This is an optimization exercise on Yosys and OpenROAD, whose aim is small area, not a production implementation. The RTL was checked by simulation tests, not by an equivalence proof against the original design. Power figures rest on the tool's default switching activity, not on a simulated workload.

$ cat flow/flow/run.sh
#!/bin/bash
set -euo pipefail
here=$(cd "$(dirname "$0")" && pwd)
export BUFFER_PORTS_ARGS="-buffer_cell sky130_fd_sc_hd__buf_1"
export CTS_ARGS="-sink_clustering_enable -repair_clock_nets -sink_clustering_size 12 -sink_clustering_max_diameter 40 -buf_list sky130_fd_sc_hd__clkbuf_4 -dont_use_dummy_load"
{
  echo "proc abc {args} {"
  echo "  set i [lsearch -exact \$args -script]"
  echo "  if {\$i >= 0 && [string match *abc_speed.script [lindex \$args [expr {\$i + 1}]]]} {"
  echo "    lset args [expr {\$i + 1}] $here/area.abc"
  echo "  }"
  echo "  puts \"abc with script: [lindex \$args [expr {\$i + 1}]]\""
  echo "  yosys abc {*}\$args"
  echo "}"
  
  cat synth_recipe.tcl
} > synth_area.tcl
bash standard.sh SYNTH_SCRIPT=$PWD/synth_area.tcl finish > standard.log 2>&1
$ cat flow/config.mk
export PLATFORM = sky130hd
export DESIGN_NAME = fastinput
export DESIGN_NICKNAME = fastinput
export VERILOG_FILES = /design/flow/design.v
export SDC_FILE = /design/flow/constraint.sdc
export NUM_CORES = 4
export LEC_CHECK = 0
export CAP_MARGIN = 20
export CORE_MARGIN = 2
export CORE_UTILIZATION = 40
export PLACE_DENSITY = 0.6
export SLEW_MARGIN = 20
$ cat flow/design.v
module rising_edge_detector (
    input clk,           
    input reset_n,       
    input input_signal,  
    output rising_edge_detected  
);
reg input_signal_d1;
reg input_signal_d2;
always @(posedge clk or negedge reset_n) begin
    if (!reset_n) begin
        input_signal_d1 <= 0;
        input_signal_d2 <= 0;
    end else begin
        input_signal_d1 <= input_signal;
        input_signal_d2 <= input_signal_d1;
    end
end
assign rising_edge_detected = ~input_signal_d2 & input_signal_d1;
endmodule
module fi_channel (
    input  clk,
    input  rst,
    input  pin,
    input  ph0,       
    input  dph0,      
    input  [1:0] sph,
    input  hclr,      
    input  frz,
    input  mstate,
    input  accept,
    output hbit,      
    output slbit      
);
wire e;
rising_edge_detector red (
    .clk(clk),
    .reset_n(rst),
    .input_signal(pin),
    .rising_edge_detected(e)
);
reg [3:0] L;
reg fH, fD, cH, cD;
reg [27:0] H;
reg [13:0] D;
reg [3:0] SL;
wire w   = e & (&L);
wire toD = frz | accept;
wire hout = H[0] & ~hclr;
wire a    = mstate & D[0];
wire cHe  = ph0 ? (fH | (mstate & fD)) : cH;
wire hin  = hout ^ a ^ cHe;
wire cHn  = (hout & a) | (hout & cHe) | (a & cHe);
wire cDe  = dph0 ? (fD & frz) : cD;
wire din  = frz & (D[0] ^ cDe);
always @(posedge clk or negedge rst) begin
    if (!rst)
        L <= 4'd0;
    else if (e)
        L <= L + 1'b1;
end
always @(posedge clk or negedge rst) begin
    if (!rst)
        fH <= 1'b0;
    else
        fH <= (w & ~toD) | (fH & ~ph0);
end
always @(posedge clk) begin
    cH <= cHn;
    fD <= (w & toD) | (fD & ~dph0);
    cD <= D[0] & cDe;
end
always @(posedge clk) begin
    H <= {hin, H[27:1]};
    D <= {din, D[13:1]};
    if (accept)
        SL <= L;
end
assign hbit  = hout;
assign slbit = SL[sph];
endmodule
module fastinput_in (
    input  rst,
    input  clk,
    input  [3:0] Fast,
    input  ph0,
    input  dph0,
    input  [1:0] sph,
    input  hclr,
    input  frz,
    input  mstate,
    input  accept,
    output [3:0] hbit,
    output [3:0] slbit
);
genvar i;
generate
    for (i = 0; i < 4; i = i + 1) begin : ch
        fi_channel u (
            .clk(clk), .rst(rst), .pin(Fast[i]),
            .ph0(ph0), .dph0(dph0), .sph(sph),
            .hclr(hclr), .frz(frz), .mstate(mstate), .accept(accept),
            .hbit(hbit[i]), .slbit(slbit[i])
        );
    end
endgenerate
endmodule
module Receive2uart(
	input  uart_rxd,
	input  Clk,
	input  Rst,
	output is_cmd,
	output reg Rx_Done
);
reg s0_uart_rx, s1_uart_rx;
reg tmp0_uart_rx, tmp1_uart_rx;
reg uart_state;
reg [4:0] div_cnt;
reg [7:0] bps_cnt;
reg [1:0] acc;
reg match;
wire bps_Clk = uart_state && (div_cnt == 5'd3);
wire nedege = !tmp0_uart_rx & tmp1_uart_rx;
wire reject = (bps_cnt == 8'd12) && (acc == 2'd3);
assign is_cmd = match;
always @(posedge Clk or negedge Rst) begin
	if (!Rst) begin
		s0_uart_rx <= 1'b0;
		s1_uart_rx <= 1'b0;
		tmp0_uart_rx <= 1'b0;
		tmp1_uart_rx <= 1'b0;
	end else begin
		s0_uart_rx <= uart_rxd;
		s1_uart_rx <= s0_uart_rx;
		tmp0_uart_rx <= s1_uart_rx;
		tmp1_uart_rx <= tmp0_uart_rx;
	end
end
always @(posedge Clk) begin
	if (uart_state && div_cnt != 5'd19)
		div_cnt <= {div_cnt[3:0], ~(div_cnt[4] ^ div_cnt[2])};
	else
		div_cnt <= 5'd0;
end
always @(posedge Clk) begin
	if (!uart_state || bps_cnt == 8'd159 || reject)
		bps_cnt <= 8'd0;
	else if (bps_Clk)
		bps_cnt <= bps_cnt + 1'b1;
end
always @(posedge Clk or negedge Rst) begin
	if (!Rst)
		Rx_Done <= 1'b0;
	else
		Rx_Done <= uart_state && (bps_cnt == 8'd159);
end
wire in_win = (bps_cnt[3:0] >= 4'd6) && (bps_cnt[3:0] <= 4'd11) && (bps_cnt != 8'd41);
wire [3:0] grp = bps_cnt[7:4];
wire exp_bit = (grp == 4'd1) || (grp == 4'd3);
wire pol = (grp == 4'd0);
wire dbit = (grp == 4'd2) ? !acc[1] : (acc != 2'd3);
always @(posedge Clk) begin
	if (bps_Clk) begin
		if (bps_cnt[3:0] == 4'd0)
			acc <= 2'd0;
		else if (in_win && s1_uart_rx == pol && acc != 2'd3)
			acc <= acc + 1'b1;
		if (bps_cnt == 8'd12)
			match <= 1'b1;
		else if (bps_cnt[3:0] == 4'd12 && grp <= 4'd8 && dbit != exp_bit)
			match <= 1'b0;
	end
end
always @(posedge Clk or negedge Rst) begin
	if (!Rst)
		uart_state <= 1'b0;
	else if (nedege)
		uart_state <= 1'b1;
	else if (Rx_Done || reject)
		uart_state <= 1'b0;
end
endmodule
module Write2uart(
	input Clk,
	input Rst,
	input Send_en,
	input nbit,
	output reg uart_txd,
	output reg TX_Done,
	output reg [3:0] q
);
reg [8:0] div_cnt;
reg uart_state;
wire div_lo  = uart_state && (div_cnt[8:3] == 6'd0) && div_cnt[1] && div_cnt[0];
wire bps_clk = div_lo && !div_cnt[2];
wire slot0   = div_lo && div_cnt[2];
always @(posedge Clk or negedge Rst) begin
	if (!Rst)
		TX_Done <= 1'b0;
	else
		TX_Done <= uart_state && (q == 4'd10);
end
always @(posedge Clk or negedge Rst) begin
	if (!Rst)
		uart_state <= 1'b0;
	else if (Send_en)
		uart_state <= 1'b1;
	else if (q == 4'd10)
		uart_state <= 1'b0;
end
always @(posedge Clk) begin
	if (!uart_state || q == 4'd10)
		q <= 4'd15;
	else if (bps_clk)
		q <= q + 1'b1;
end
always @(posedge Clk) begin
	if (uart_state && div_cnt != 9'd182)
		div_cnt <= {div_cnt[7:0], ~(div_cnt[8] ^ div_cnt[4])};
	else
		div_cnt <= 9'd0;
end
always @(posedge Clk or negedge Rst) begin
	if (!Rst)
		uart_txd <= 1'b1;
	else if (slot0) begin
		if (q == 4'd0)
			uart_txd <= 1'b0;
		else if (q <= 4'd8)
			uart_txd <= nbit;
		else
			uart_txd <= 1'b1;
	end
end
endmodule
module fastinput (
    input rst,
    input clk,
	input [3:0]CheckIO,
	input  receive,
    output write
);
wire RxDone;
wire is_cmd;
wire tx_done;
wire [3:0] q;
reg WriteEnable;
reg acc_d1;          
reg acc_d2;
reg [4:0] m;         
reg [4:0] php;
reg hclr;
reg frz;
reg mstate;
reg nbit;
reg [1:0] k;
reg [3:0] SumLo;
reg [3:0] SumHi;
wire accept = RxDone && !WriteEnable && is_cmd;
wire [3:0] hbit;
wire [3:0] slbit;
wire ph0  = (php == 5'd4);
wire dph0 = ph0 || (php == 5'd18);
wire ph31 = (php == 5'd31);
Write2uart Write2uart(
	.Clk(clk),
	.Rst(rst),
	.Send_en(WriteEnable),
	.nbit(nbit),
	.uart_txd(write),
	.TX_Done(tx_done),
	.q(q)
);
fastinput_in fastinput_in (
    .rst(rst),
    .clk(clk),
    .Fast(CheckIO),
    .ph0(ph0),
    .dph0(dph0),
    .sph(php[1:0]),
    .hclr(hclr),
    .frz(frz),
    .mstate(mstate),
    .accept(accept),
    .hbit(hbit),
    .slbit(slbit)
);
Receive2uart Receive2uart(
	.uart_rxd(receive),
	.Clk(clk),
	.Rst(rst),
	.is_cmd(is_cmd),
	.Rx_Done(RxDone)
);
always @(posedge clk or negedge rst) begin
	if (!rst) begin
		acc_d1 <= 1'b0;
		acc_d2 <= 1'b0;
	end else begin
		acc_d1 <= accept;
		acc_d2 <= acc_d1;
	end
end
always @(posedge clk or negedge rst) begin
	if (!rst)
		WriteEnable <= 1'b0;
	else if (acc_d2)
		WriteEnable <= 1'b1;
	else if (m == 5'd16)
		WriteEnable <= 1'b0;
end
wire fresh = (m == 5'd29);
always @(posedge clk or negedge rst) begin
	if (!rst)
		m <= 5'd29;
	else if (tx_done)
		m <= (m + 1'b1) | {4'd0, fresh};
	else if (m == 5'd16)
		m <= 5'd30;
end
wire unfz = (m == 5'd15) && q[3] && !q[2];
always @(posedge clk or negedge rst) begin
	if (!rst) begin
		php <= 5'd4;
		hclr <= 1'b1;
		frz <= 1'b0;
		mstate <= 1'b0;
	end else begin
		php <= ph31 ? 5'd4 : php + 1'b1;
		if (ph31)
			hclr <= 1'b0;
		if (accept)
			frz <= 1'b1;
		else if (ph31 && unfz)
			frz <= 1'b0;
		if (ph31)
			mstate <= frz && unfz;
	end
end
wire [3:0] x = php[4] ? slbit : hbit;
wire [1:0] ke = (php == 5'd28) ? 2'd0 : k;
wire [2:0] tot = x[0] + x[1] + x[2] + x[3] + ke;
wire win = (m[4:3] == 2'b00);
always @(posedge clk)
	k <= tot[2:1];
always @(posedge clk) begin
	SumLo <= (win && php[4:2] == 3'b111) ? {tot[0], SumLo[3:1]} : {SumLo[0], SumLo[3:1]};
	SumHi <= (win && php[4:2] == 3'b001) ? {tot[0], SumHi[3:1]} : {SumHi[0], SumHi[3:1]};
end
wire [1:0] c = m[3:2];
wire [1:0] j = m[1:0];
wire lowm = (php[1:0] == q[1:0]);
wire lowp = (j == 2'd0) && !q[2];
wire hm   = (php[4:2] == {j, q[2]});
reg cond;
reg src;
always @(*) begin
	if (!m[4]) begin
		cond = lowm && (lowp || hm);
		src  = lowp ? slbit[c] : hbit[c];
	end else if (m == 5'd31) begin
		cond = 1'b1;
		src  = (q == 4'd1) || (q == 4'd2);
	end else if (m[0]) begin
		cond = 1'b1;
		src  = 1'b0;
	end else begin
		cond = lowm;
		src  = q[2] ? SumHi[0] : SumLo[0];
	end
end
always @(posedge clk) begin
	if (!q[3] && cond)
		nbit <= src;
end
endmodule
$ cat flow/standard.sh
#!/bin/bash
# synth_recipe.tcl (not shown) runs the flow's synth.tcl, then flattens the netlist and writes it again
# the make line also repeats each setting of config.mk as NAME=value (left out here)
make -C /OpenROAD-flow-scripts/flow DESIGN_CONFIG=/design/flow/config.mk WORK_HOME=/design/flow/orfs CLKGATE_MAP_FILE= SYNTH_SCRIPT=/design/flow/synth_recipe.tcl "${@:-finish}"
$ cat flow/flow/area.abc
&get -n
&st
&dch -f
&nf -a -R 1000
&put
$ cat flow/constraint.sdc
create_clock -name core_clock -period 10.0 [get_ports {clk}]
set_input_delay 2.0000 -clock core_clock [delete_from_list [all_inputs] [get_ports {clk}]]
set_output_delay 2.0000 -clock core_clock [all_outputs]
set_load 0.01 [all_outputs]
==> results of run 1 <==
-- Yosys cell counts (all sizes together) (6+ instances only) --
master | count | share of area [%]
a21oi | 22 | 1.3
and2 | 22 | 1.6
and3 | 7 | 0.52
clkinv | 23 | 1.0
dfrtp | 46 | 14
dfstp | 7 | 2.2
dfxtp | 216 | 51
edfxtp | 20 | 7.1
fa | 7 | 1.7
ha | 26 | 3.9
mux2 | 7 | 0.93
mux2i | 7 | 0.83
nand2 | 44 | 2.0
nand4 | 11 | 0.82
nor2 | 26 | 1.2
nor2b | 9 | 0.67
nor3 | 6 | 0.36
o21ai | 22 | 1.3
xnor2 | 19 | 2.0
xor2 | 8 | 0.83
-- per-layer routing --
metal	track usage (%)	part of all wire (%)	vias up	wire length, µm
met5	0	0	-	0
met3	3.33	4.5	38	527
met1	14.7	48	1986	5620
li1	-	-	2140	-
met4	5.19	3.4	0	393
met2	17.0	44	57	5050
-- stage by stage --
stage	utilization, %	instance area [µm²]	hold slack, ns	instances	setup slack [ns]
3_5_place_dp	42.3	8830	0.312	889	7.29
5_1_grt	43.6	9100	0.253	927	6.66
3_3_place_gp	42.3	8830	0.310	889	7.33
2_1_floorplan	-	8440	0.310	605	7.43
6_report	43.6	9100	0.262	927	6.73
4_1_cts	43.6	9100	0.257	925	6.69
-- state kept, by name (all words and copies together), names as in the netlist, 5 cells and up --
signal and flops:
Receive2uart.bps_cnt 8, Receive2uart.div_cnt 5, Write2uart.div_cnt 9, fastinput_in.ch.u.D 56
fastinput_in.ch.u.H 112, fastinput_in.ch.u.L 16, fastinput_in.ch.u.SL 16, m 5
php 5
-- worst max path at each step --
stage / start / endpoint / slack, ns / cells after the start
2_1_floorplan: php[0]$_DFF_PN0_ / SumLo[3]$_DFF_P_ / 7.43 / 6
3_3_place_gp: Write2uart.uart_txd$_DFFE_PN1P_ / write / 7.33 / 1
3_5_place_dp: php[0]$_DFF_PN0_ / SumLo[3]$_DFF_P_ / 7.29 / 6
4_1_cts: Write2uart.uart_txd$_DFFE_PN1P_ / write / 6.69 / 1
5_1_grt: Write2uart.uart_txd$_DFFE_PN1P_ / write / 6.66 / 1
6_report: Write2uart.uart_txd$_DFFE_PN1P_ / write / 6.73 / 1
-- logic make-up (layout without fill, tap and decap cells) --
group	count (synthesis)	after routing	share of synthesized area (%)
adders and majority gates	33	33	5.51
buffers and inverters	23	68	1.02
AOI/OAI and AO/OA	67	67	4.83
muxes	18	18	2.83
and+or+nand+nor	148	148	8.86
xor gates and xnor gates	27	27	2.80
other	0	2	0
DFF	289	289	74.1
-- power breakdown --
part / leakage, nW / internal, mW / switching (mW)
sequential: 2.56 / 1.24 / 0.0604
clock: 0.166 / 0.166 / 0.334
combinational: 0.818 / 0.0608 / 0.0514
total: 3.54 / 1.47 / 0.446
-- final cells by class --
cell class | instances | area, µm²
diodes | 2 | 5.00
well taps | 275 | 344
flip-flops and latches | 289 | 6260
clock buffers | 36 | 270
multi-input cells | 293 | 2100
fillers | 1907 | 11800
inverters | 23 | 86.3
repair buffers | 9 | 42.5
==> out/metrics.cfg, run 1 <==
[status]
status = finished clean

[setup_path]
worst_r2r_path_depth = 6
crit_path_end_kind = output pin
critPathSlowestCell = dfstp_2
crit_type = reg2out
r2r_start = php[0]$_DFF_PN0_
crit_fanout = 2
r2r_setup_slack_ns = 7.24
cp_num_buf_inv = 1
slowest_delay_ns = 0.54
critPathArrivalTime_ns = 1.27
r2r-end = k[0]$_DFF_P_
startpoint_type = flop
critical_path.top_delay_family = flip-flops
path_cells = buf_1
cp.required_ns = 8.00

[synthesis]
yosysWarnings = 5
synthArstFlopShare_pct = 18.3
synth_ff_type = dfxtp_1
synth_edf_count = 20
syn_nets = 645
syn_inst = 605
ys_ff_latch = 289
yosysSeqAreaShare_pct = 74.1
syn_area_um2 = 8440
ys_types = 44
postSynthAreaPerCell_um2 = 14.0

[timing]
finalHoldViolations = 0
slew_violations = 0
fin_skew_ns = 0.104
period_share_pct = 32.7
finalCriticalPeriod_ns = 3.27
worst_pin_slew_ns = 0.865
rsz0062_at_grt = no
finalSetupViolCount = 0
fmax_ghz = 0.306
max_slew_margin_pct = 41.8
setup_tns_ns = 0

[route]
post_drt_wl_per_cell_um = 12.5
postRouteAntennaNets = 0
num_vias = 4221
via_per_inst = 4.55
first_pass_iters = 4
drt_iter0_markers = 133
wirelength_um = 11600
drc = 0

[clock_tree]
postCtsHoldBufs = 0
clk_latency_ns = 0.63
clk_path_buf_depth = 3
path_clk_slew_ns = 0.11
root_buffer = clkbuf_4
htreeDepth = 2
cts_tree = yes
cts_setup_buffers = 0
post_cts_resized = 0
cts_inserted_buffers = 36
cts_sinks = 289

[power_and_ir_drop]
p_leak_nw = 3.54
ir_drop_mv = 0.131
power.density_nw_per_um2 = 210
finalPower_mw = 1.92

[placed_design]
gp_congestion = 0.778
dp_hpwl_um = 7340
io_buffers = 7

[min_path]
worstHoldPathCells = 0
min_path_type = reg2reg
worst_hold_path.endpoint = fastinput_in.ch[1].u.D[8]$_DFF_P_
min_from = fastinput_in.ch[1].u.D[9]$_DFF_P_

[finish]
nNetsFinal = 692
layout-drive-gt1-share_pct = 7.69
layout_commonest_cell = dfxtp_1
syn2layout_area_growth_pct = 7.84
final_cell_mix = dfxtp_1 (216), dfrtp_1 (46), nand2_1 (44), clkbuf_4 (36)

[floorplanning]
ios = 8
coreArea_um2 = 20900
dieHeight_um = 149
die_w_um = 149
row_count = 53
dieArea_um2 = 22300
initial_utilization_pct = 40.4

[flow_run]
max-cap-violations = 0

[global_route]
grt_pass1_vias = 4215
grtUsageTotal_pct = 11.2
grt_pass1_wl_um = 20200
overflow = 0
antenna_found_initial = 2
grt_max_degree = 54

==> run 2: changes to the inputs <==
--- a/flow/flow/run.sh
+++ b/flow/flow/run.sh
@@ -3,5 +3,5 @@
 here=$(cd "$(dirname "$0")" && pwd)
 export BUFFER_PORTS_ARGS="-buffer_cell sky130_fd_sc_hd__buf_1"
-export CTS_ARGS="-sink_clustering_enable -repair_clock_nets -sink_clustering_size 12 -sink_clustering_max_diameter 40 -buf_list sky130_fd_sc_hd__clkbuf_4 -dont_use_dummy_load"
+export CTS_ARGS="-sink_clustering_enable -repair_clock_nets -sink_clustering_size 10 -sink_clustering_max_diameter 40 -buf_list sky130_fd_sc_hd__clkbuf_4 -dont_use_dummy_load"
 {
   echo "proc abc {args} {"
@@ -13,5 +13,5 @@
   echo "  yosys abc {*}\$args"
   echo "}"
-  
+  echo "proc extract_fa {args} { puts \"extract_fa skipped\" }"
   cat synth_recipe.tcl
 } > synth_area.tcl
==> flow/flow/area.abc (replaced) <==
&get -n
&st
&dch
&nf -a
&put
==> run 2 against run 1 <==
Against the previous run: still clean on timing, DRC and antenna; sequential cell count unchanged; first-iteration DRC count grew 91%; synthesized cell count shrank 1.2%; largest cell class unchanged; highest routed layer unchanged.
==> out/metrics.cfg, run 2 <==
[finish]
fillCellCount = 1858  ; -2.6%
largest_reg_flops = 112  ; unchanged
final_cell_mix = dfxtp_1 (216), dfrtp_1 (46), clkbuf_4 (38), nor2_1 (35), nand2_1 (33)
reg_top3 = fastinput_in.ch.u.H: 112 flops, fastinput_in.ch.u.D: 56 flops
nNetsFinal = 654  ; -5.5%
finalNonFillerCells = 916  ; -1.2%
layout_commonest_cell = dfxtp_1
layout-drive-gt1-share_pct = 8.37  ; +0.68 points
syn2layout_area_growth_pct = 8.16
largest-register = fastinput_in.ch.u.H
fin_util_pct = 43.9  ; +0.30 points

[global_route]
grt_max_degree = 54  ; unchanged
antenna_found_initial = 1  ; -1
grtUsageTotal_pct = 11.5  ; +0.34 points
grt_pass1_wl_um = 20300  ; +0.54%
overflow = 0  ; unchanged
grt_pass1_vias = 4383  ; +4.0%

[route]
wirelength_um = 11900  ; +2.5%
post_drt_wl_per_cell_um = 13.0  ; +3.7%
postRouteAntennaNets = 0  ; unchanged
drt_iter0_markers = 254  ; +91%
num_vias = 4279  ; +1.4%
drc = 0  ; unchanged
via_per_inst = 4.67  ; +2.6%
first_pass_iters = 4  ; unchanged

[floorplanning]
initial_utilization_pct = 40.6  ; +0.16 points
dieHeight_um = 147  ; -1.5%
row_count = 52  ; -1.9%
die_w_um = 147  ; -1.5%
ios = 8  ; unchanged
dieArea_um2 = 21600  ; -3.0%
coreArea_um2 = 20200  ; -3.4%

[clock_tree]
cts_setup_buffers = 0  ; unchanged
path_clk_slew_ns = 0.10  ; about the same
clk_latency_ns = 0.62  ; about the same
cts_sinks = 289  ; unchanged
cts_tree = yes
htreeDepth = 2  ; unchanged
root_buffer = clkbuf_4
cts_inserted_buffers = 38  ; +5.6%
clk_path_buf_depth = 3  ; unchanged
post_cts_resized = 0  ; unchanged
postCtsHoldBufs = 0  ; unchanged

[synthesis]
synth_commonest_cells = dfxtp_1 (216), dfrtp_1 (46), nor2_1 (35), nand2_1 (33)
synth_edf_count = 20  ; unchanged
yosysWarnings = 5  ; unchanged
synth_ff_type = dfxtp_1
yosysSeqAreaShare_pct = 76.5  ; +2.3 points
synth_top_cells_by_area = dfxtp_1 (53%), dfrtp_1 (14%), edfxtp_1 (7.3%)
synthArstFlopShare_pct = 18.3  ; unchanged
ys_types = 45  ; +2.3%
synth_most_common_cell = dfxtp_1
syn_inst = 598  ; -1.2%
syn_nets = 605  ; -6.2%
synth_top_area_cell = dfxtp_1
syn_area_um2 = 8180  ; -3.1%
postSynthAreaPerCell_um2 = 13.7  ; -1.9%
yosysTopAreaCellShare_pct = 52.8  ; +1.6 points
ys_ff_latch = 289  ; unchanged

[timing]
finalSetupViolCount = 0  ; unchanged
worst_pin_slew_ns = 0.675  ; -0.190 ns
setup_tns_ns = 0  ; unchanged
rsz0062_at_grt = no
max_slew_margin_pct = 54.4  ; +13 points
fmax_ghz = 0.306  ; +0.15%
period_share_pct = 32.7  ; -0.049 points
slew_violations = 0  ; unchanged
finalCriticalPeriod_ns = 3.27  ; -0.00488 ns
finalHoldViolations = 0  ; unchanged
fin_skew_ns = 0.0652  ; -0.0393 ns
fin_hold_ws_ns = 0.271  ; +0.00978 ns

[power_and_ir_drop]
switching_share_pct = 22.9  ; -0.39 points
ir_drop_mv = 0.0784  ; -40%
p_leak_nw = 3.43  ; -3.1%
p_comb_share_pct = 4.7  ; -1.2 points
p_sw_uw = 435  ; -2.5%
seq_power_share_pct = 68.5  ; +0.5 points
finalPower_mw = 1.90  ; -0.83%
clkPwrFrac_pct = 26.8  ; +0.7 points
power.density_nw_per_um2 = 215  ; +2.0%
p_int_mw = 1.46  ; -0.32%

[placed_design]
io_buffers = 7  ; unchanged
dp.cells = 877  ; -1.3%
gp_congestion = 0.787  ; +1.2%
dp_hpwl_um = 7480  ; +1.8%

[setup_path]
crit_type = reg2out
crit_fanout = 2  ; unchanged
cp_num_buf_inv = 1  ; unchanged
critPathSlowestCell = dfstp_2
critPathArrivalTime_ns = 1.27  ; about the same
crit_path_end_kind = output pin
cp.required_ns = 8.00  ; about the same
startpoint_type = flop
slowest_delay_ns = 0.53  ; about the same
path_cells = buf_1
critical_path.top_delay_family = flip-flops

[min_path]
min_path_type = reg2reg

[flow_run]
max-cap-violations = 0  ; unchanged

[status]
status = finished clean

## run 2: per-layer routing
metal,routed length [µm],vias up,track usage (%)
met1,5620,2054,14.9
met2,5450,74,17.7
met4,310,0,5.77
met5,0,-,0
met3,500,30,3.26
li1,-,2121,-
## run 2: area by class of cell
| cell class | count | area, µm² | area share [%] |
|---|---|---|---|
| Antenna cell | 1 | 2.50 | 0.0283 |
| Multi-Input combinational cell | 296 | 1880 | 21.2 |
| Tap cell | 270 | 338 | 3.82 |
| Timing Repair Buffer | 9 | 42.5 | 0.481 |
| Inverter | 13 | 48.8 | 0.551 |
| Sequential cell | 289 | 6260 | 70.7 |
| Clock buffer | 38 | 285 | 3.22 |
## run 2: path summary, 6_finish.rpt
path	startpoint	end	slack, ns	cells past startpoint
max in group asynchronous	rst	php[2]$_DFF_PN1_	8.00	2
worst max register to register	php[0]$_DFF_PN0_	SumLo[3]$_DFF_P_	7.45	7
worst min register to register	fastinput_in.ch[3].u.H[25]$_DFF_P_	fastinput_in.ch[3].u.H[24]$_DFF_P_	0.27	0
min in group asynchronous	rst	Write2uart.uart_state$_DFFE_PN0P_	1.50	2
worst min-delay path	fastinput_in.ch[3].u.H[25]$_DFF_P_	fastinput_in.ch[3].u.H[24]$_DFF_P_	0.27	0
worst max-delay path	Write2uart.uart_txd$_DFFE_PN1P_	write	6.73	1
## run 2: logic make-up after synthesis
logic type      count (synthesis)  share of synthesized area [%]
compound gates                 75                           5.31
xor+xnor                       41                           4.39
fa+ha+maj                       1                          0.122
buf+inv                        13                          0.596
flops                         289                           76.5
mux                            15                           2.80
simple gates                  164                           10.3
## run 2: power by group through the flow
stage | registers, mW | logic [mW] | clock network (mW)
after floorplan | 1.31 | 0.0721 | 0
after global placement | 1.32 | 0.0846 | 0
after detailed placement | 1.33 | 0.0916 | 0
after CTS | 1.30 | 0.0926 | 0.536
after global routing | 1.31 | 0.104 | 0.582
final | 1.30 | 0.0899 | 0.508
## run 2: per-stage QoR
stage          instance area [µm²]  setup slack (ns)
2_1_floorplan                 8180              7.47
3_3_place_gp                  8560              7.35
3_5_place_dp                  8560              7.33
4_1_cts                       8850              6.68
5_1_grt                       8850              6.63
6_report                      8850              6.73
==> run 3: changes to the inputs <==
--- a/flow/flow/run.sh
+++ b/flow/flow/run.sh
@@ -16,3 +16,4 @@
   cat synth_recipe.tcl
 } > synth_area.tcl
+export SYNTH_OPERATIONS_ARGS="-nordff"
 bash standard.sh SYNTH_SCRIPT=$PWD/synth_area.tcl finish > standard.log 2>&1
==> run 3 against run 2 <==
Against the previous run: maximum frequency grew 0.75%; wire length decreased by 3.1%; synthesized area fell by 0.21%.
==> out/metrics.cfg, run 3 <==
[min_path]
min_path_type = reg2reg
min_from = fastinput_in.ch[2].u.H[3]$_DFF_P_

[finish]
layout_commonest_cell = dfxtp_1
final_cell_mix = dfxtp_1 (216), nand2_1 (49), dfrtp_1 (46), clkbuf_4 (37), nor2_1 (36)
final_cell_area_um2 = 8830  ; -0.28%
largest_reg_flops = 112  ; unchanged
finalNonFillerCells = 917  ; +0.11%
fin_util_pct = 43.9  ; about the same
register_area_um2 = 6260  ; unchanged
nNetsFinal = 655  ; +0.15%
fillCellCount = 1847  ; -0.59%
layout-drive-gt1-share_pct = 8.20  ; -0.17 points
multiInputGateArea_um2 = 1890  ; +0.67%
largest-register = fastinput_in.ch.u.H
reg_top3 = fastinput_in.ch.u.H: 112 flops, fastinput_in.ch.u.D: 56 flops
syn2layout_area_growth_pct = 8.09  ; about the same

[floorplanning]
dieArea_um2 = 21600  ; -0.21%
initial_utilization_pct = 40.6  ; +0.044 points
row_count = 52  ; unchanged
coreArea_um2 = 20100  ; -0.32%
dieHeight_um = 147  ; -0.11%
ios = 8  ; unchanged
die_w_um = 147  ; -0.11%

[synthesis]
synth_edf_count = 20  ; unchanged
synth_most_common_cell = dfxtp_1
syn_nets = 607  ; +0.33%
syn_area_um2 = 8170  ; -0.21%
synth_top_area_cell = dfxtp_1
yosysSeqAreaShare_pct = 76.7  ; +0.16 points
yosysWarnings = 5  ; unchanged
yosysTopAreaCellShare_pct = 52.9  ; +0.11 points
postSynthAreaPerCell_um2 = 13.6  ; -0.55%
synth_top_cells_by_area = dfxtp_1 (53%), dfrtp_1 (14%), edfxtp_1 (7.4%)
ys_ff_latch = 289  ; unchanged
synthArstFlopShare_pct = 18.3  ; unchanged
ys_types = 43  ; -4.4%
syn_inst = 600  ; +0.33%
synth_ff_type = dfxtp_1
synth_commonest_cells = dfxtp_1 (216), nand2_1 (49), dfrtp_1 (46), nor2_1 (36), o21ai_0 (29)

[route]
via_per_inst = 4.64  ; -0.65%
drc = 0  ; unchanged
first_pass_iters = 4  ; unchanged
drt_iter0_markers = 188  ; -26%
postRouteAntennaNets = 0  ; unchanged
post_drt_wl_per_cell_um = 12.6  ; -3.2%
num_vias = 4256  ; -0.54%
wirelength_um = 11500  ; -3.1%

[setup_path]
critPathSlowestCell = dfstp_2
crit_type = reg2out
r2r_start = php[0]$_DFF_PN0_
startpoint_type = flop
crit_path_end_kind = output pin
cp.required_ns = 8.00  ; about the same
crit_fanout = 2  ; unchanged
slowest_delay_ns = 0.54  ; about the same
cp_num_buf_inv = 1  ; unchanged
cp-startpoint = Write2uart.uart_txd$_DFFE_PN1P_
critPathArrivalTime_ns = 1.24  ; -0.03 ns
critical_path.top_delay_family = flip-flops
path_cells = buf_1

[timing]
slew_violations = 0  ; unchanged
rsz0062_at_grt = no
period_share_pct = 32.4  ; -0.24 points
max_slew_margin_pct = 37.7  ; -17 points
setup_tns_ns = 0  ; unchanged
finalCriticalPeriod_ns = 3.24  ; -0.0243 ns
fin_skew_ns = 0.0755  ; +0.0103 ns
worst_pin_slew_ns = 0.923  ; +0.248 ns
finalSetupViolCount = 0  ; unchanged
fmax_ghz = 0.309  ; +0.75%
layout_setup_ws_ns = 6.76  ; +0.0243 ns
finalHoldViolations = 0  ; unchanged
fin_hold_ws_ns = 0.280  ; +0.00909 ns

[global_route]
antenna_found_initial = 1  ; unchanged
grt_max_degree = 54  ; unchanged
grtUsageTotal_pct = 11.1  ; -0.35 points
overflow = 0  ; unchanged
grt_pass1_vias = 4174  ; -4.8%
grt_pass1_wl_um = 19700  ; -3.2%

[power_and_ir_drop]
power.density_nw_per_um2 = 213  ; -0.77%
switching_share_pct = 22.3  ; -0.54 points
p_comb_share_pct = 4.6  ; about the same
ir_drop_mv = 0.0938  ; +20%
p_sw_uw = 420  ; -3.4%
p_leak_nw = 3.43  ; about the same
finalPower_mw = 1.88  ; -1.1%
p_int_mw = 1.46  ; -0.36%
clkPwrFrac_pct = 26.2  ; -0.6 points
seq_power_share_pct = 69.2  ; +0.7 points

[clock_tree]
cts_tree = yes
cts_setup_buffers = 0  ; unchanged
post_cts_resized = 0  ; unchanged
htreeDepth = 2  ; unchanged
root_buffer = clkbuf_4
cts_inserted_buffers = 37  ; -2.6%
clk_path_buf_depth = 3  ; unchanged
path_clk_slew_ns = 0.10  ; about the same
postCtsHoldBufs = 0  ; unchanged
cts_sinks = 289  ; unchanged
clk_latency_ns = 0.61  ; about the same

[placed_design]
gp_congestion = 0.808  ; +2.6%
place_ws_ns = 7.34  ; +0.00444 ns
dp.cells = 879  ; +0.23%
placed_area_um2 = 8550  ; -0.20%
io_buffers = 7  ; unchanged
dp_hpwl_um = 7180  ; -4.0%

[status]
status = finished clean

[flow_run]
max-cap-violations = 0  ; unchanged

-- run 3: cell types whose count changed after synthesis, moves of 5 or more --
| cell | before | now |
|---|---|---|
| clkinv_1 | 13 | 5 |
| nand2_1 | 33 | 49 |
| nor2b_1 | 18 | 13 |
| o21ai_0 | 24 | 29 |
| o22ai_1 | 6 | 1 |
-- run 3: final timing paths --
check                                                    end  slack, ns  depth (start not counted)
min in group asynchronous                   php[4]$_DFF_PN0_       1.51                          2
hold / removal             fastinput_in.ch[2].u.H[2]$_DFF_P_       0.28                          0
setup / recovery                                       write       6.76                          1
hold reg to reg            fastinput_in.ch[2].u.H[2]$_DFF_P_       0.28                          0
setup reg to reg                            SumHi[3]$_DFF_P_       7.31                          7
max in group asynchronous       Write2uart.TX_Done$_DFF_PN0_       7.99                          2
-- run 3: cells by family (layout without fill, tap and decap cells) --
group / count (synthesis) / after routing / share of synthesized area (%)
simple gates: 177 / 177 / 10.9
flops: 289 / 289 / 76.7
other cells: 0 / 1 / 0
buf+inv: 5 / 51 / 0.230
xor+xnor: 40 / 40 / 4.29
fa+ha+maj: 1 / 1 / 0.123
mux: 14 / 14 / 2.71
compound gates: 74 / 74 / 5.10
-- run 3: layout make-up --
type	instances	area share [%]
diodes	1	0.0283
clock buffers	37	3.15
inverters	5	0.213
multi-input cells	306	21.4
flip-flops and latches	289	70.9
well taps	270	3.83
repair buffers	9	0.482
-- run 3: power groups by stage --
stage,logic [mW],registers [mW],clock network (mW)
detailed placement,0.0865,1.33,0
floorplan,0.0690,1.31,0
global route,0.0999,1.31,0.567
finish,0.0862,1.30,0.492
global placement,0.0817,1.32,0
CTS,0.0876,1.30,0.526
-- run 3: metal layers --
metal	track usage [%]	wire length (µm)
met1	15.4	5710
met2	16.3	4980
met3	3.39	499
met4	4.81	316
met5	0	0
==> run 4: changes to the inputs <==
--- a/flow/flow/run.sh
+++ b/flow/flow/run.sh
@@ -16,4 +16,3 @@
   cat synth_recipe.tcl
 } > synth_area.tcl
-export SYNTH_OPERATIONS_ARGS="-nordff"
 bash standard.sh SYNTH_SCRIPT=$PWD/synth_area.tcl finish > standard.log 2>&1
==> flow/flow/area.abc (replaced) <==
&get -n
&st
&dch -f
&nf -a -R 1000
&put
==> run 4 against run 3 <==
Against the previous run: still clean; die area increased by 1.1%; worst hold slack worse by 0.028 ns; cell count is 3.6% higher; setup slack got worse by 0.031 ns; sequential share of layout area down 0.85 points; register-to-register slack about the same; wire length up 2.7%; maximum frequency down 0.96%; via count increased by 3.0%; power is 1.4% higher; utilization increased by 0.25 points; critical path type unchanged; largest cell class unchanged.
==> out/metrics.cfg, run 4 <==
[setup_path]
slowest_delay_ns = 0.55  ; about the same
critPathSlowestCell = dfstp_2
worst_r2r_path_depth = 11  ; +4
crit_type = reg2out
startpoint_type = flop
critPathArrivalTime_ns = 1.27  ; +0.03 ns
cp.depth = 1  ; unchanged
cp_num_buf_inv = 1  ; unchanged
path_cells = buf_1
crit_path_end_kind = output pin
crit_fanout = 2  ; unchanged
r2r_setup_slack_ns = 7.31  ; about the same
critical_path.top_delay_family = flip-flops
cp.required_ns = 8.00  ; about the same

[min_path]
worstHoldPathCells = 0  ; unchanged
min_path_type = reg2reg

[global_route]
overflow = 0  ; unchanged
antenna_found_initial = 1  ; unchanged
grt_pass1_wl_um = 21200  ; +7.8%
grt_pass1_vias = 4525  ; +8.4%
grt_max_degree = 54  ; unchanged
grtUsageTotal_pct = 11.7  ; +0.61 points

[timing]
setup_tns_ns = 0  ; unchanged
finalCriticalPeriod_ns = 3.27  ; +0.0315 ns
finalSetupViolCount = 0  ; unchanged
period_share_pct = 32.7  ; +0.31 points
finalHoldViolations = 0  ; unchanged
fin_skew_ns = 0.101  ; +0.0254 ns
slew_violations = 0  ; unchanged
max_slew_margin_pct = 53.8  ; +16 points
layout_setup_ws_ns = 6.73  ; -0.0315 ns
fmax_ghz = 0.306  ; -0.96%
rsz0062_at_grt = no
worst_pin_slew_ns = 0.683  ; -0.239 ns

[finish]
syn2layout_area_growth_pct = 8.18  ; about the same
final_cell_mix = dfxtp_1 (216), nor2_1 (53), nand2_1 (48), dfrtp_1 (46), clkbuf_4 (39)
largest_reg_flops = 112  ; unchanged
final_cell_area_um2 = 8930  ; +1.2%
layout_commonest_cell = dfxtp_1
fillCellCount = 1842  ; -0.27%
multiInputGateArea_um2 = 1950  ; +3.5%
layout-drive-gt1-share_pct = 7.66  ; -0.55 points
nNetsFinal = 688  ; +5.0%
reg_top3 = fastinput_in.ch.u.H: 112 flops, fastinput_in.ch.u.D: 56 flops
register_area_um2 = 6260  ; unchanged
fin_util_pct = 44.2  ; +0.25 points
largest-register = fastinput_in.ch.u.H

[route]
drc = 0  ; unchanged
first_pass_iters = 4  ; unchanged
postRouteAntennaNets = 0  ; unchanged
wirelength_um = 11800  ; +2.7%
num_vias = 4385  ; +3.0%
drt_iter0_markers = 176  ; -6.4%
via_per_inst = 4.62  ; -0.55%
post_drt_wl_per_cell_um = 12.4  ; -0.90%

[synthesis]
yosysTopAreaCellShare_pct = 52.4  ; -0.59 points
ys_types = 46  ; +7.0%
postSynthAreaPerCell_um2 = 13.1  ; -3.8%
synth_edf_count = 20  ; unchanged
synthArstFlopShare_pct = 18.3  ; unchanged
yosysSeqAreaShare_pct = 75.8  ; -0.86 points
yosysWarnings = 5  ; unchanged
syn_inst = 631  ; +5.2%
synth_top_area_cell = dfxtp_1
synth_top_cells_by_area = dfxtp_1 (52%), dfrtp_1 (14%), edfxtp_1 (7.3%)
ys_ff_latch = 289  ; unchanged
syn_nets = 638  ; +5.1%
synth_commonest_cells = dfxtp_1 (216), nor2_1 (53), nand2_1 (48), dfrtp_1 (46), a21oi_1 (36)
synth_ff_type = dfxtp_1
syn_area_um2 = 8260  ; +1.1%
synth_most_common_cell = dfxtp_1

[floorplanning]
dieHeight_um = 148  ; +0.55%
row_count = 52  ; unchanged
die_w_um = 148  ; +0.55%
coreArea_um2 = 20200  ; +0.65%
dieArea_um2 = 21800  ; +1.1%
ios = 8  ; unchanged
initial_utilization_pct = 40.8  ; +0.20 points

[clock_tree]
clk_latency_ns = 0.64  ; +0.03 ns
cts_inserted_buffers = 39  ; +5.4%
clk_path_buf_depth = 3  ; unchanged
cts_setup_buffers = 0  ; unchanged
post_cts_resized = 0  ; unchanged
cts_sinks = 289  ; unchanged
path_clk_slew_ns = 0.10  ; about the same
postCtsHoldBufs = 0  ; unchanged
htreeDepth = 2  ; unchanged
cts_tree = yes
root_buffer = clkbuf_4

[power_and_ir_drop]
clkPwrFrac_pct = 27.0  ; +0.8 points
seq_power_share_pct = 68.4  ; -0.8 points
ir_drop_mv = 0.0910  ; -3.0%
p_leak_nw = 3.46  ; +0.95%
p_comb_share_pct = 4.6  ; about the same
switching_share_pct = 22.9  ; +0.58 points
power.density_nw_per_um2 = 213  ; +0.20%
finalPower_mw = 1.91  ; +1.4%
p_int_mw = 1.47  ; +0.67%
p_sw_uw = 437  ; +4.0%

[placed_design]
placed_area_um2 = 8640  ; +1.1%
io_buffers = 7  ; unchanged
dp_hpwl_um = 7350  ; +2.4%
gp_congestion = 0.791  ; -2.1%
place_ws_ns = 7.31  ; -0.0241 ns

[flow_run]
max-cap-violations = 0  ; unchanged

[status]
status = finished clean

-- run 4: cell types whose count changed after synthesis, moves of 4 or more --
cell      change
nor2_1       +17
a21oi_1       +8
o21ai_0       -8
clkinv_1      +7
xor2_1        +6
nand4_1       +4
nor3_1        -4
-- run 4: final timing paths --
path	from	to
worst max-delay path	Write2uart.uart_txd$_DFFE_PN1P_	write
worst min-delay path	fastinput_in.ch[2].u.H[4]$_DFF_P_	fastinput_in.ch[2].u.H[3]$_DFF_P_
worst max register to register	php[0]$_DFF_PN0_	k[1]$_DFF_P_
worst min register to register	fastinput_in.ch[2].u.H[4]$_DFF_P_	fastinput_in.ch[2].u.H[3]$_DFF_P_
max in group asynchronous	rst	Write2uart.TX_Done$_DFF_PN0_
min in group asynchronous	rst	php[4]$_DFF_PN0_
-- run 4: cells by family (layout without fill, tap and decap cells) --
kind of cell	Yosys count	after routing	synth area share (%)
buffers and inverters	12	60	0.545
DFF	289	289	75.8
xor gates and xnor gates	46	46	4.88
and+or+nand+nor	198	198	11.8
other	0	1	0
muxes	8	8	1.45
AOI/OAI and AO/OA	77	77	5.36
adders and majority gates	1	1	0.121
-- run 4: stage by stage --
stage	instances	hold WS, ns
2_1_floorplan	631	0.310
3_3_place_gp	910	0.310
3_5_place_dp	910	0.312
4_1_cts	949	0.242
5_1_grt	950	0.249
6_report	950	0.252
-- run 4: routing by layer --
metal / GRT usage (%) / up-vias / routed length, µm
met5: 0 / - / 0
met2: 17.7 / 72 / 5180
met3: 3.33 / 31 / 522
met1: 15.9 / 2063 / 5780
met4: 5.10 / 0 / 332
li1: - / 2219 / -
-- run 4: power groups by stage --
stage | logic (mW) | registers [mW] | clock network, mW
detailed placement | 0.0900 | 1.33 | 0
CTS | 0.0903 | 1.30 | 0.543
floorplan | 0.0715 | 1.31 | 0
global route | 0.105 | 1.32 | 0.596
finish | 0.0885 | 1.30 | 0.514
global placement | 0.0837 | 1.32 | 0
-- run 4: layout make-up --
class | instances | area share [%]
sequential | 289 | 70.1
multi-input combinational | 330 | 21.9
antenna | 1 | 0.0280
clock buffer | 39 | 3.28
inverter | 12 | 0.504
timing repair buffer | 9 | 0.476
tap | 270 | 3.78
==> run 5: changes to the inputs <==
==> flow/flow/run.sh (replaced) <==
#!/bin/bash
# The standard layout (standard.sh: unchanged synthesis and steps) with
# two changes:
#  - the port buffers that buffer_ports inserts are sky130_fd_sc_hd__buf_1
#    instead of the delay buffer it picks by default;
#  - clock tree synthesis clusters at most 12 flip-flops within 40 um per
#    sky130_fd_sc_hd__clkbuf_4 and adds no dummy loads.
# ORFS writes each step's log under orfs/logs; the make output goes to
# standard.log.
set -euo pipefail
export BUFFER_PORTS_ARGS="-buffer_cell sky130_fd_sc_hd__buf_1"
export CTS_ARGS="-sink_clustering_enable -repair_clock_nets -sink_clustering_size 12 -sink_clustering_max_diameter 40 -buf_list sky130_fd_sc_hd__clkbuf_4 -dont_use_dummy_load"
bash standard.sh > standard.log 2>&1
removed: flow/flow/area.abc
==> run 5 against run 4 <==
Against the previous run: wire length grew 4.3%; maximum frequency rose by 1.7%; register-to-register slack got worse by 0.11 ns; clock skew is 0.0036 ns lower; via count up 1.2%; synthesized cell count up 0.95%.
==> out/metrics.cfg, run 5 <==
[finish]
layout_commonest_cell = dfxtp_1
syn2layout_area_growth_pct = 6.89
largest_reg_flops = 112  ; unchanged
finalNonFillerCells = 943  ; -0.74%
final_cell_area_um2 = 9270  ; +3.8%
layout-drive-gt1-share_pct = 8.86  ; +1.2 points
nNetsFinal = 708  ; +2.9%
reg_top3 = fastinput_in.ch.u.H: 112 flops, fastinput_in.ch.u.D: 56 flops
final_cell_mix = dfxtp_1 (216), dfrtp_1 (46), nand2_1 (39), clkbuf_4 (37), nor2_1 (30)
largest-register = fastinput_in.ch.u.H

[timing]
finalSetupViolCount = 0  ; unchanged
setup_tns_ns = 0  ; unchanged
period_share_pct = 32.2  ; -0.54 points
fin_hold_ws_ns = 0.244  ; -0.00778 ns
worst_pin_slew_ns = 0.685  ; +0.00150 ns
finalHoldViolations = 0  ; unchanged
rsz0062_at_grt = no
fmax_ghz = 0.311  ; +1.7%
slew_violations = 0  ; unchanged
max_slew_margin_pct = 54.4  ; +0.54 points
fin_skew_ns = 0.0973  ; -0.00360 ns
finalCriticalPeriod_ns = 3.22  ; -0.0542 ns

[route]
num_vias = 4437  ; +1.2%
drc = 0  ; unchanged
first_pass_iters = 4  ; unchanged
via_per_inst = 4.71  ; +1.9%
wirelength_um = 12300  ; +4.3%
postRouteAntennaNets = 0  ; unchanged
post_drt_wl_per_cell_um = 13.1  ; +5.0%
drt_iter0_markers = 235  ; +34%

[placed_design]
dp_hpwl_um = 7950  ; +8.3%
io_buffers = 7  ; unchanged
dp.cells = 904  ; -0.66%
placed_area_um2 = 8990  ; +4.1%
gp_congestion = 0.789  ; -0.27%

[floorplanning]
dieHeight_um = 151  ; +2.4%
initial_utilization_pct = 41.0  ; +0.20 points
ios = 8  ; unchanged
row_count = 53  ; +1.9%
coreArea_um2 = 21200  ; +4.5%
dieArea_um2 = 22900  ; +4.9%
die_w_um = 151  ; +2.4%

[power_and_ir_drop]
ir_drop_mv = 0.109  ; +20%
power.density_nw_per_um2 = 210  ; -1.7%
p_leak_nw = 3.79  ; +9.6%
finalPower_mw = 1.94  ; +2.0%

[global_route]
grt_pass1_wl_um = 21100  ; -0.52%
grt_pass1_vias = 4412  ; -2.5%
antenna_found_initial = 1  ; unchanged
overflow = 0  ; unchanged
grtUsageTotal_pct = 11.5  ; -0.26 points
grt_max_degree = 54  ; unchanged

[flow_run]
max-cap-violations = 0  ; unchanged

[synthesis]
synthArstFlopShare_pct = 18.3  ; unchanged
yosysWarnings = 5  ; unchanged
synth_top_area_cell = dfxtp_1
ys_types = 52  ; +13%
synth_commonest_cells = dfxtp_1 (216), dfrtp_1 (46), nand2_1 (39), nor2_1 (30), ha_1 (26)
synth_ff_type = dfxtp_1
yosysSeqAreaShare_pct = 72.2  ; -3.6 points
synth_edf_count = 20  ; unchanged
postSynthAreaPerCell_um2 = 13.6  ; +4.1%
syn_inst = 637  ; +0.95%
ys_ff_latch = 289  ; unchanged
syn_area_um2 = 8680  ; +5.0%
synth_most_common_cell = dfxtp_1
syn_nets = 677  ; +6.1%
yosysTopAreaCellShare_pct = 49.8  ; -2.5 points
synth_top_cells_by_area = dfxtp_1 (50%), dfrtp_1 (13%), edfxtp_1 (6.9%)

[setup_path]
cp.required_ns = 8.00  ; about the same
cp_num_buf_inv = 1  ; unchanged
critPathSlowestCell = dfstp_2
path_cells = buf_1
crit_type = reg2out
crit_fanout = 2  ; unchanged
crit_path_end_kind = output pin
startpoint_type = flop
slowest_delay_ns = 0.53  ; -0.02 ns
critical_path.top_delay_family = flip-flops
critPathArrivalTime_ns = 1.22  ; -0.05 ns

[clock_tree]
root_buffer = clkbuf_4
cts_sinks = 289  ; unchanged
path_clk_slew_ns = 0.10  ; about the same
post_cts_resized = 0  ; unchanged
postCtsHoldBufs = 0  ; unchanged
cts_tree = yes
htreeDepth = 2  ; unchanged
cts_setup_buffers = 0  ; unchanged
clk_latency_ns = 0.63  ; about the same
cts_inserted_buffers = 37  ; -5.1%
clk_path_buf_depth = 3  ; unchanged

[status]
status = finished clean

[min_path]
min_path_type = reg2reg

## run 5: worst paths after layout
path	endpoint	startpoint	depth (start not counted)	slack, ns
worst max-delay path	write	Write2uart.uart_txd$_DFFE_PN1P_	1	6.78
max in group asynchronous	m[1]$_DFFE_PN0P_	rst	2	7.94
worst max register to register	SumLo[3]$_DFF_P_	php[0]$_DFF_PN0_	6	7.20
worst min register to register	SumHi[1]$_DFF_P_	SumHi[2]$_DFF_P_	0	0.24
worst min-delay path	SumHi[1]$_DFF_P_	SumHi[2]$_DFF_P_	0	0.24
min in group asynchronous	fastinput_in.ch[3].u.L[2]$_DFFE_PN0P_	rst	2	1.49
## run 5: cells by family (layout without fill, tap and decap cells)
group | count (synthesis) | after routing | share of synthesized area [%]
simple gates | 170 | 170 | 10.8
mux | 19 | 19 | 2.96
compound gates | 57 | 57 | 3.95
flops | 289 | 289 | 72.2
other cells | 0 | 2 | 0
buf+inv | 39 | 68 | 1.77
fa+ha+maj | 34 | 34 | 5.48
xor+xnor | 29 | 29 | 2.93
## run 5: report_power, final
| group | total, mW | switching (mW) | internal, mW |
|---|---|---|---|
| clock | 0.498 | 0.327 | 0.171 |
| combinational | 0.137 | 0.0653 | 0.0715 |
| sequential | 1.31 | 0.0674 | 1.24 |
| total | 1.94 | 0.460 | 1.48 |
## run 5: worst register-to-register path, stage by stage, from the launching register on
cell and delay (ns):
dfrtp_1 0.58, mux4_1 0.63, a21oi_1 0.22, fa_1 0.41, inv_1 0.09, fa_1 0.41
mux2_1 0.29
## run 5: final cells by class
type,instances,area (µm²)
multi-input cells,309,2260
clock buffers,37,278
well taps,275,344
diodes,2,5.00
flip-flops and latches,289,6260
inverters,22,82.6
fillers,1876,11900
repair buffers,9,42.5
## run 5: per-stage QoR
step | setup slack, ns | utilization [%]
6_report | 6.78 | 43.8
5_1_grt | 6.70 | 43.8
4_1_cts | 6.72 | 43.8
3_5_place_dp | 7.22 | 42.5
3_3_place_gp | 7.29 | 42.5
2_1_floorplan | 7.47 | -
## run 5: per-layer routing
metal,global-route usage [%],wire length [µm],vias up
met5,0,0,-
met3,3.64,574,35
met1,15.0,5790,2119
met4,4.77,328,0
met2,17.6,5640,83
li1,-,-,2200
==> run 6: changes to the inputs <==
==> flow/flow/run.sh (replaced) <==
#!/bin/bash
# The standard layout (standard.sh) with these changes:
#  - synthesis: synth_recipe.tcl unchanged, except that ABC maps the logic
#    with the area-oriented script flow/area.abc instead of abc_speed.script,
#    adders are left to ABC (no extract_fa, no Kogge-Stone carry map).
#    Registers are created and mapped exactly as in the standard synthesis.
#  - the port buffers that buffer_ports inserts are sky130_fd_sc_hd__buf_1
#    instead of the delay buffer it picks by default;
#  - clock tree synthesis clusters at most 10 flip-flops within 40 um per
#    sky130_fd_sc_hd__clkbuf_4 and adds no dummy loads.
# ORFS writes each step's log under orfs/logs; the make output goes to
# standard.log.
set -euo pipefail
here=$(cd "$(dirname "$0")" && pwd)

cat > synth_area.tcl <<EOS
proc abc {args} {
  set i [lsearch -exact \$args -script]
  if {\$i >= 0 && [string match *abc_speed.script [lindex \$args [expr {\$i + 1}]]]} {
    lset args [expr {\$i + 1}] $here/area.abc
  }
  puts "abc script: [lindex \$args [expr {\$i + 1}]]"
  yosys abc {*}\$args
}
proc extract_fa {args} { puts "extract_fa skipped" }
EOS
cat synth_recipe.tcl >> synth_area.tcl

export SYNTH_OPERATIONS_ARGS="-nordff"
export BUFFER_PORTS_ARGS="-buffer_cell sky130_fd_sc_hd__buf_1"
export CTS_ARGS="-sink_clustering_enable -repair_clock_nets -sink_clustering_size 10 -sink_clustering_max_diameter 40 -buf_list sky130_fd_sc_hd__clkbuf_4 -dont_use_dummy_load"
bash standard.sh SYNTH_SCRIPT=$PWD/synth_area.tcl finish > standard.log 2>&1
==> flow/flow/area.abc (new file) <==
strash
dch -f
amap -F 4 -A 10
==> run 6 against run 5 <==
Against the previous run: register-to-register slack lost 0.33 ns; design area fell by 5.3%; combinational power down 37%; critical endpoint unchanged; critical path type unchanged; still clean; critical path depth unchanged.
==> out/metrics.cfg, run 6 <==
[power_and_ir_drop]
p_int_mw = 1.45  ; -2.2%
p_comb_share_pct = 4.6  ; -2.4 points
power.density_nw_per_um2 = 214  ; +1.8%
seq_power_share_pct = 68.3  ; +0.9 points
p_leak_nw = 3.32  ; -13%
ir_drop_mv = 0.103  ; -5.9%
switching_share_pct = 22.6  ; -1.1 points
p_sw_uw = 423  ; -7.9%
clkPwrFrac_pct = 27.1  ; +1.5 points

[timing]
fin_skew_ns = 0.0826  ; -0.0147 ns
finalSetupViolCount = 0  ; unchanged
period_share_pct = 32.5  ; +0.31 points
finalHoldViolations = 0  ; unchanged
layout_setup_ws_ns = 6.75  ; -0.0311 ns
finalCriticalPeriod_ns = 3.25  ; +0.0311 ns
fmax_ghz = 0.308  ; -0.96%
fin_hold_ws_ns = 0.276  ; +0.0314 ns
rsz0062_at_grt = no
setup_tns_ns = 0  ; unchanged
slew_violations = 0  ; unchanged
worst_pin_slew_ns = 0.960  ; +0.275 ns
max_slew_margin_pct = 35.2  ; -19 points

[flow_run]
max-cap-violations = 0  ; unchanged

[synthesis]
syn_nets = 665  ; -1.8%
synth_commonest_cells = dfxtp_1 (216), nor2_1 (94), clkinv_1 (54), dfrtp_1 (46), o21ai_0 (39)
yosysWarnings = 5  ; unchanged
yosysTopAreaCellShare_pct = 53.2  ; +3.4 points
synth_top_cells_by_area = dfxtp_1 (53%), dfrtp_1 (14%), edfxtp_1 (7.4%)
yosysSeqAreaShare_pct = 77.1  ; +4.9 points
postSynthAreaPerCell_um2 = 12.3  ; -9.4%
ys_types = 39  ; -25%
synth_edf_count = 20  ; unchanged
synthArstFlopShare_pct = 18.3  ; unchanged
synth_top_area_cell = dfxtp_1
synth_most_common_cell = dfxtp_1
ys_ff_latch = 289  ; unchanged
syn_area_um2 = 8120  ; -6.4%
synth_ff_type = dfxtp_1
syn_inst = 658  ; +3.3%

[setup_path]
cp_num_buf_inv = 1  ; unchanged
crit_type = reg2out
path_cells = buf_1
slowest_delay_ns = 0.54  ; about the same
critical_path.top_delay_family = flip-flops
cp.required_ns = 8.00  ; about the same
critPathArrivalTime_ns = 1.25  ; +0.03 ns
critPathSlowestCell = dfstp_2
crit_fanout = 2  ; unchanged
crit_path_end_kind = output pin
startpoint_type = flop

[clock_tree]
cts_tree = yes
postCtsHoldBufs = 0  ; unchanged
path_clk_slew_ns = 0.09  ; about the same
post_cts_resized = 0  ; unchanged
cts_inserted_buffers = 38  ; +2.7%
root_buffer = clkbuf_4
clk_path_buf_depth = 3  ; unchanged
cts_sinks = 289  ; unchanged
htreeDepth = 2  ; unchanged
clk_latency_ns = 0.63  ; about the same
cts_setup_buffers = 0  ; unchanged

[floorplanning]
dieArea_um2 = 21500  ; -6.2%
coreArea_um2 = 20100  ; -5.0%
initial_utilization_pct = 40.4  ; -0.61 points
ios = 8  ; unchanged
row_count = 52  ; -1.9%
dieHeight_um = 147  ; -3.2%
die_w_um = 147  ; -3.2%

[global_route]
grt_use_met3_pct = 3.81  ; +0.17 points
antenna_found_initial = 0  ; -1
use_met1_pct = 16.3  ; +1.2 points
met2_usage_pct = 19.2  ; +1.5 points
grtUsageTotal_pct = 12.3  ; +0.84 points
grt_max_degree = 54  ; unchanged
overflow = 0  ; unchanged
grt_most_used_layer = met2
grt_pass1_vias = 4727  ; +7.1%
grt_pass1_wl_um = 21800  ; +3.6%

[route]
post_drt_wl_per_cell_um = 12.7  ; -2.6%
drc = 0  ; unchanged
via_per_inst = 4.75  ; +0.96%
first_pass_iters = 4  ; unchanged
drt_iter0_markers = 204  ; -13%
num_vias = 4627  ; +4.3%
wirelength_um = 12400  ; +0.60%
postRouteAntennaNets = 0  ; unchanged

[finish]
n_antenna_cell = 0  ; -2
final_cell_area_um2 = 8780  ; -5.3%
nNetsFinal = 713  ; +0.71%
layout-drive-gt1-share_pct = 6.68  ; -2.2 points
reg_top3 = fastinput_in.ch.u.H: 112 flops, fastinput_in.ch.u.D: 56 flops
register_area_um2 = 6260  ; unchanged
final_cell_mix = dfxtp_1 (216), nor2_1 (94), clkinv_1 (54), dfrtp_1 (46), o21ai_0 (39)
layout_commonest_cell = dfxtp_1
syn2layout_area_growth_pct = 8.10
fillCellCount = 1866  ; -0.53%
largest-register = fastinput_in.ch.u.H
multiInputGateArea_um2 = 1660  ; -27%
largest_reg_flops = 112  ; unchanged

[placed_design]
placed_area_um2 = 8500  ; -5.5%
dp_hpwl_um = 8120  ; +2.1%
gp_congestion = 0.880  ; +11%
place_ws_ns = 6.88  ; -0.337 ns
io_buffers = 7  ; unchanged

[status]
status = finished clean

[min_path]
min_path_type = reg2reg

-- run 6: cell types whose count changed in the layout (fill, tap and decap cells not counted), moves of 13 or more --
cell	previous run	this run
ha_1	26	0
clkinv_1	0	54
o21ai_0	7	39
inv_1	22	0
and2_1	22	0
o21ai_1	13	0
nor2_1	30	94
xnor2_1	13	0
xor2_1	16	0
-- run 6: per-layer routing --
metal	vias to the layer above	wire, µm
met1	2162	5970
met2	83	5510
met5	-	0
li1	2352	-
met3	30	597
met4	0	319
-- run 6: per-stage QoR --
stage / instances / utilization, % / power [mW]
2_1_floorplan: 658 / - / 1.36
3_3_place_gp: 936 / 42.3 / 1.38
3_5_place_dp: 936 / 42.3 / 1.39
4_1_cts: 974 / 43.7 / 1.91
5_1_grt: 974 / 43.7 / 1.98
6_report: 974 / 43.7 / 1.88
-- run 6: final cells by class --
type                       instances  share of cell area, %
clock buffer                      38                   3.25
timing repair buffer               8                  0.399
multi-input combinational        315                   18.9
inverter                          54                   2.31
sequential                       289                   71.3
tap                              270                   3.85
-- run 6: worst paths after layout --
path / start / slack [ns] / cells past startpoint / to
max: Write2uart.uart_txd$_DFFE_PN1P_ / 6.75 / 1 / write
min in group asynchronous: rst / 1.49 / 2 / mstate$_DFFE_PN0P_
max in group asynchronous: rst / 7.99 / 2 / m[1]$_DFFE_PN0P_
max reg2reg: php[1]$_DFF_PN0_ / 6.87 / 8 / fastinput_in.ch[1].u.D[13]$_DFF_P_
min: fastinput_in.ch[0].u.H[16]$_DFF_P_ / 0.28 / 0 / fastinput_in.ch[0].u.H[15]$_DFF_P_
min reg2reg: fastinput_in.ch[0].u.H[16]$_DFF_P_ / 0.28 / 0 / fastinput_in.ch[0].u.H[15]$_DFF_P_
-- run 6: cells by family (layout without fill, tap and decap cells) --
family	count (synthesis)	after routing	share of synthesized area, %
compound gates	129	129	10.3
buf+inv	54	100	2.50
flops	289	289	77.1
simple gates	186	186	10.1
-- run 6: power by group through the flow --
stage                     Clock (mW)  Combinational (mW)  Sequential (mW)
after detailed placement           0              0.0876             1.31
after floorplan                    0              0.0677             1.29
after global placement             0              0.0816             1.30
after CTS                      0.539              0.0880             1.28
after global routing           0.589               0.104             1.29
final                          0.509              0.0865             1.28
==> run 7: changes to the inputs <==
==> flow/flow/area.abc (replaced) <==
&get -n
&st
&dch
&nf -a
&put
==> run 7 against run 6 <==
Against the previous run: still clean on timing, DRC and antenna; wire length down 7.1%; synthesized cell count down 8.8%; utilization up 0.23 points; first-iteration DRC count down 7.8%; register-to-register slack better by 0.44 ns; design area up 0.53%; die area up 0.53%; cell count down 5.9%; clock-buffer cell count down 1; maximum frequency up 0.26%; clock power down 3%; via count down 8.0%; largest cell class unchanged; largest power group unchanged; highest routed layer unchanged.
==> out/metrics.cfg, run 7 <==
[status]
status = finished clean

[synthesis]
synth_edf_count = 20  ; unchanged
postSynthAreaPerCell_um2 = 13.6  ; +10%
ys_ff_latch = 289  ; unchanged
syn_inst = 600  ; -8.8%
syn_nets = 607  ; -8.7%
synth_top_cells_by_area = dfxtp_1 (53%), dfrtp_1 (14%), edfxtp_1 (7.4%)
synth_ff_type = dfxtp_1
yosysWarnings = 5  ; unchanged
synth_commonest_cells = dfxtp_1 (216), nand2_1 (49), dfrtp_1 (46), nor2_1 (36), o21ai_0 (29)
syn_area_um2 = 8170  ; +0.54%
yosysSeqAreaShare_pct = 76.7  ; -0.41 points
yosysTopAreaCellShare_pct = 52.9  ; -0.29 points
synthArstFlopShare_pct = 18.3  ; unchanged
synth_most_common_cell = dfxtp_1
ys_types = 43  ; +10%
synth_top_area_cell = dfxtp_1

[setup_path]
cp_num_buf_inv = 1  ; unchanged
crit_path_end_kind = output pin
cp-startpoint = Write2uart.uart_txd$_DFFE_PN1P_
critical_path.top_delay_family = flip-flops
cp.depth = 1  ; unchanged
r2r_start = php[0]$_DFF_PN0_
slowest_delay_ns = 0.54  ; about the same
startpoint_type = flop
crit_path_end = write
cp.required_ns = 8.00  ; about the same
critPathSlowestCell = dfstp_2
r2r-end = SumHi[3]$_DFF_P_
worst_r2r_path_depth = 7  ; -1
critPathArrivalTime_ns = 1.24  ; about the same
path_cells = buf_1
r2r_setup_slack_ns = 7.31  ; +0.44 ns
crit_fanout = 2  ; unchanged
crit_type = reg2out

[finish]
syn2layout_area_growth_pct = 8.09  ; about the same
nNetsFinal = 655  ; -8.1%
final_cell_mix = dfxtp_1 (216), nand2_1 (49), dfrtp_1 (46), clkbuf_4 (37), nor2_1 (36)
reg_top3 = fastinput_in.ch.u.H: 112 flops, fastinput_in.ch.u.D: 56 flops
layout-drive-gt1-share_pct = 8.20  ; +1.5 points
layout_commonest_cell = dfxtp_1
final_cell_area_um2 = 8830  ; +0.53%
largest_reg_flops = 112  ; unchanged
largest-register = fastinput_in.ch.u.H

[timing]
fmax_ghz = 0.309  ; +0.26%
slew_violations = 0  ; unchanged
rsz0062_at_grt = no
fin_hold_ws_ns = 0.280  ; +0.00480 ns
period_share_pct = 32.4  ; -0.084 points
setup_tns_ns = 0  ; unchanged
finalHoldViolations = 0  ; unchanged
worst_pin_slew_ns = 0.923  ; -0.0371 ns
fin_skew_ns = 0.0755  ; -0.00707 ns
finalCriticalPeriod_ns = 3.24  ; -0.00842 ns
finalSetupViolCount = 0  ; unchanged
max_slew_margin_pct = 37.7  ; +2.5 points

[clock_tree]
cts_sinks = 289  ; unchanged
path_clk_slew_ns = 0.10  ; about the same
clk_latency_ns = 0.61  ; -0.02 ns
cts_setup_buffers = 0  ; unchanged
htreeDepth = 2  ; unchanged
clk_path_buf_depth = 3  ; unchanged
post_cts_resized = 0  ; unchanged
postCtsHoldBufs = 0  ; unchanged
root_buffer = clkbuf_4
cts_tree = yes
cts_inserted_buffers = 37  ; -2.6%

[power_and_ir_drop]
ir_drop_mv = 0.0938  ; -8.7%
p_leak_nw = 3.43  ; +3.3%
power.density_nw_per_um2 = 213  ; -0.31%

[floorplanning]
coreArea_um2 = 20100  ; unchanged
die_w_um = 147  ; +0.26%
initial_utilization_pct = 40.6  ; +0.22 points
ios = 8  ; unchanged
dieHeight_um = 147  ; +0.26%
row_count = 52  ; unchanged
dieArea_um2 = 21600  ; +0.53%

[placed_design]
gp_congestion = 0.808  ; -8.2%
dp_hpwl_um = 7180  ; -12%
placed_area_um2 = 8550  ; +0.60%
io_buffers = 7  ; unchanged

[min_path]
worstHoldPathCells = 0  ; unchanged
min_from = fastinput_in.ch[2].u.H[3]$_DFF_P_
min_path_type = reg2reg

[global_route]
overflow = 0  ; unchanged
antenna_found_initial = 1  ; +1
grt_use_met3_pct = 3.39  ; -0.43 points
grtUsageTotal_pct = 11.1  ; -1.2 points
grt_max_degree = 54  ; unchanged
grt_pass1_wl_um = 19700  ; -10%
grt_pass1_vias = 4174  ; -12%
met2_usage_pct = 16.3  ; -2.8 points
grt_most_used_layer = met2
use_met1_pct = 15.4  ; -0.90 points

[route]
first_pass_iters = 4  ; unchanged
drc = 0  ; unchanged
drt_iter0_markers = 188  ; -7.8%
num_vias = 4256  ; -8.0%
postRouteAntennaNets = 0  ; unchanged
via_per_inst = 4.64  ; -2.3%
post_drt_wl_per_cell_um = 12.6  ; -1.4%
wirelength_um = 11500  ; -7.1%

[flow_run]
max-cap-violations = 0  ; unchanged

run 7: report_power, final:
group	switching, mW	leakage (nW)	internal, mW
clock network	0.321	0.170	0.171
logic	0.0417	0.704	0.0445
registers	0.0572	2.55	1.24
run 7: per-stage QoR:
stage | utilization, % | total power [mW] | setup WS, ns | std cells
4_1_cts | 43.9 | 1.91 | 6.70 | 916
6_report | 43.9 | 1.88 | 6.76 | 917
3_5_place_dp | 42.5 | 1.41 | 7.34 | 879
5_1_grt | 43.9 | 1.98 | 6.69 | 917
2_1_floorplan | - | 1.38 | 7.47 | 600
3_3_place_gp | 42.5 | 1.40 | 7.34 | 879
run 7: worst min path at each step:
stage / endpoint / slack, ns
finish: fastinput_in.ch[2].u.H[2]$_DFF_P_ / 0.28
global route: fastinput_in.ch[2].u.H[2]$_DFF_P_ / 0.27
CTS: fastinput_in.ch[2].u.H[2]$_DFF_P_ / 0.27
detailed placement: fastinput_in.ch[0].u.H[11]$_DFF_P_ / 0.31
global placement: fastinput_in.ch[0].u.H[26]$_DFF_P_ / 0.31
floorplan: SumHi[0]$_DFF_P_ / 0.31
run 7: kinds of logic after synthesis:
| family | after synthesis | synth area share [%] |
|---|---|---|
| flops | 289 | 76.7 |
| simple gates | 177 | 10.9 |
| fa+ha+maj | 1 | 0.123 |
| xor+xnor | 40 | 4.29 |
| compound gates | 74 | 5.10 |
| mux | 14 | 2.71 |
| buf+inv | 5 | 0.230 |
run 7: routing by layer:
| layer | wire length, µm | up-vias |
|---|---|---|
| li1 | - | 2127 |
| met1 | 5710 | 2028 |
| met2 | 4980 | 69 |
| met3 | 499 | 32 |
| met4 | 316 | 0 |
| met5 | 0 | - |
run 7: layout make-up:
class,instances,area [µm²]
fillers,1847,11300
multi-input cells,306,1890
clock buffers,37,278
inverters,5,18.8
repair buffers,9,42.5
diodes,1,2.50
well taps,270,338
flip-flops and latches,289,6260

==> what the ideal ports hide <==
In the flow no input, the clock included, has a driving cell. The finished layouts below were timed again as built, in two steps.
Step 1 sets driving cells, clkbuf_16 on the clock port and buf_2 on the other inputs (assumed; they add their load-dependent delay and slew).
Step 2 moves the port delays by t, midway between the first and last clock arrival at a register: inputs arrive t later, outputs are due t later. That takes back most of the time a late clock gives input paths.
Slacks: ideal / step 1 / step 2; pairs: ideal / step 1.
run	t (ns)	setup WS [ns]	slew at the worst register clock pin (ns)
run 1	0.616	6.729 / 6.692 / 7.240	0.12 / 0.12
run 2	0.615	6.734 / 6.698 / 7.313	0.11 / 0.11
run 3	0.616	6.759 / 6.718 / 7.310	0.10 / 0.10
run 4	0.619	6.727 / 6.692 / 7.311	0.10 / 0.10
run 5	0.604	6.781 / 6.745 / 7.202	0.12 / 0.12
run 6	0.617	6.750 / 6.714 / 6.869	0.11 / 0.11
run 7	0.616	6.759 / 6.718 / 7.310	0.10 / 0.10
After both steps every run listed still meets setup and hold.
